Background: an optimization exercise with open tools, aiming at small area and a short achievable clock period. Do not read the settings as production practice.
Where RTL was checked, it was by simulation tests only, not by an equivalence proof against the original.
No activity file was given, so power comes from the tool's default toggle rates.

==> flow/design.v (excerpt) <==
module	linetest(i_clk, i_reset, i_uart_rx, o_uart_tx);
	parameter 		CLOCKS_PER_BAUD = 24;
	input	wire		i_clk;
	input	wire		i_reset;
	input	wire		i_uart_rx;
	output	wire		o_uart_tx;
	wire		rx_stb, rx_nl, tx_busy, fifo_ne, fifo_full, head_nl;
	wire	[7:0]	rx_data, tx_data;
	wire	[8:0]	fifo_fill;
	reg	[7:0]	line_count;
	reg		run_tx;
	rxuart	#(.CLOCKS_PER_BAUD(CLOCKS_PER_BAUD))
		receiver(i_clk, i_reset, i_uart_rx, rx_stb, rx_data, rx_nl);
	wire	tx_stb  = run_tx && fifo_ne;
	wire	fifo_rd = tx_stb && !tx_busy;
	wire	fifo_wr = rx_stb && !fifo_full;
	sfifo	fifo(i_clk, i_reset, fifo_wr, rx_data, rx_nl, fifo_fill,
			fifo_ne, fifo_full, fifo_rd, tx_data, head_nl);
	wire		fill_ge80 = fifo_fill >= 9'd80;
	wire	[7:0]	count_dec = line_count - 1'b1;
	wire		count_is1 = (line_count == 8'd1);
	always @(posedge i_clk)
	if (i_reset)
	begin
		run_tx <= 1'b0;
		line_count <= 0;
	end else if (rx_stb && rx_nl)
	begin
		run_tx <= 1'b1;
		line_count <= fifo_fill[7:0];
	end else if (!run_tx)
	begin
		if (fill_ge80)
		begin
			run_tx <= 1'b1;
			line_count <= 80;
		end else if (fifo_ne && head_nl)
		begin
			run_tx <= 1'b1;
			line_count <= 1;
		end
	end else if (fifo_rd) begin
		line_count <= count_dec;
		if (count_is1)
			run_tx <= 0;
	end
	txuart	#(.CLOCKS_PER_BAUD(CLOCKS_PER_BAUD))
		transmitter(i_clk, i_reset, tx_stb, tx_data, o_uart_tx, tx_busy);
endmodule
Settings: LEC_CHECK=0, CAP_MARGIN=20, CORE_MARGIN=2, CORE_UTILIZATION=70, CTS_CLUSTER_DIAMETER=60, CTS_CLUSTER_SIZE=30, PLACE_DENSITY=0.8, SLEW_MARGIN=20; clock period 5.0 ns.
run.sh (not shown) runs the stock make flow with config.mk's settings and CLKGATE_MAP_FILE= SYNTH_SCRIPT=/design/flow/synth_recipe.tcl, a recipe that flattens the netlist after the stock synthesis.
==> next run, changes <==
- SETUP_SLACK_MARGIN: not set -> 2.5
After rerunning: The new run passed the timing, DRC and antenna checks. Sequential share of layout area is lower by 0.24 points. Core utilization increases by 0.23 points. Final area increases by 0.31%. Total power stays flat. Synthesized area does not change. Count of clock-buffer cells in the layout falls by 6. First-iteration DRC count is higher by 13%.
==> next run, changes <==
- SETUP_SLACK_MARGIN: 2.5 -> 3.0
Result: Cell count came out higher by 0.56%. Global-route usage came out higher by 2.1 points. Hold slack hardly moves. Non-clock buffer count came out higher by 17. Critical path depth came out lower by 1.
No functional check of the RTL was part of any run of this note.


Another version of the RTL of linetest (not shown whole).
Size in the first run: roughly 2800 cells after synthesis, about 4 I/O pins, roughly 47000 µm² of cells after synthesis.
==> flow/config.mk <==
export PLATFORM = sky130hd
export DESIGN_NAME = linetest
export DESIGN_NICKNAME = linetest
export VERILOG_FILES = /design/flow/design.v
export SDC_FILE = /design/flow/constraint.sdc
export NUM_CORES = 4
export LEC_CHECK = 0
export ABC_AREA = 1
export CAP_MARGIN = 20
export CORE_MARGIN = 2
export CORE_UTILIZATION = 70
export CTS_CLUSTER_DIAMETER = 60
export CTS_CLUSTER_SIZE = 30
export PLACE_DENSITY = 0.8
export SETUP_SLACK_MARGIN = 3.0
export SLEW_MARGIN = 20
==> flow/constraint.sdc <==
create_clock -name core_clock -period 5.0 [get_ports {i_clk}]
set_input_delay 1.0000 -clock core_clock [delete_from_list [all_inputs] [get_ports {i_clk}]]
set_output_delay 1.0000 -clock core_clock [all_outputs]
set_load 0.01 [all_outputs]
Next try:
- ABC_AREA: 1 -> default
Effect: The changed run produced a clean layout. Worst hold slack barely changes. Routed wire length fell by 2.8%. Clock power fell by 2.7%. Fmax rose by about 1.5%. Total power fell by 2.7%. Global-route usage fell by 0.68 points. Cell area barely changes. Worst setup slack gains 31 ps. Critical path depth stays the same. Clock skew rose by 3.8 ps. Register-to-register slack stays flat.


== T ==
Another version of the RTL of linetest (not shown whole).
Size: roughly 2700 cells after synthesis, roughly 47000 um^2 of cells after synthesis.
clock: 5.0 ns
lec_check: 0
cap_margin: 20
core_margin: 2
core_utilization: 70
place_density: 0.8
slew_margin: 20
The final layout from T, which completed every stage, passed the timing, DRC and antenna checks at the end of the flow.
The following lists how P was set up differently from T:
Settings: a change of CORE_UTILIZATION from 70 to 40; a deleted PLACE_DENSITY that had been 0.8.
==> summary.txt <==
- Every run (P and T) finished clean.
- Uppermost signal routing layer after detailed routing = met5: T; uppermost signal routing layer after detailed routing = met4: P
- NOTE: portion of the clock cycle consumed by the worst path in the final layout in P falls short of that of T
- Summary of P over T: sequential share of layout area now sits lower, static leakage now sits higher, fmax now sits higher.
- NOTE met1 wire length T->P decreased by more than 10%
- Compare P and T | count of clock-buffer cells in the layout lower: T
- Summary: max-slew headroom at the worst pin, P better than T
- Sort P and T by post-route minimum period, descending, and T comes first.

==> re-timing with driven ports <==
In the flow no input, the clock included, has a driving cell. The finished layouts below were timed again as built, in two steps. Step 1 (the two cells are an assumption about what drives the block):
set clk [get_ports {i_clk}]
set_driving_cell -lib_cell sky130_fd_sc_hd__clkbuf_16 $clk
set_driving_cell -lib_cell sky130_fd_sc_hd__buf_2 [delete_from_list [all_inputs] $clk]
Step 2 times the ports against the registers' clock, not the clock port: input delays grow and output delays shrink by t, the midpoint of the rising clock arrivals with the driver on. a / b / c = no drivers / after step 1 / after step 2; a / b = the first two.
run	shift t [ns]	slack for setup (ns)	worst setup path after step 2	cell pins on the clock port's net
the first run of note 1	0.724	1.865 / 1.865 / 1.865	register to register	1
the second run of note 1	0.714	2.553 / 2.553 / 2.532	input to register	1
the third run of note 1	0.720	2.570 / 2.570 / 2.498	input to register	1
the first run of note 2	0.724	2.879 / 2.812 / 2.426	input to register	1
the second run of note 2	0.730	2.910 / 2.847 / 2.673	input to register	1
T	0.816	0.516 / 0.516 / 0.516	register to register	1
P	0.798	0.893 / 0.893 / 0.893	register to register	1
After both steps every run listed still meets setup and hold. For the first run of note 2, which loses most, drivers alone change the setup slack by -0.067 ns; drivers and shift together by -0.453 ns.
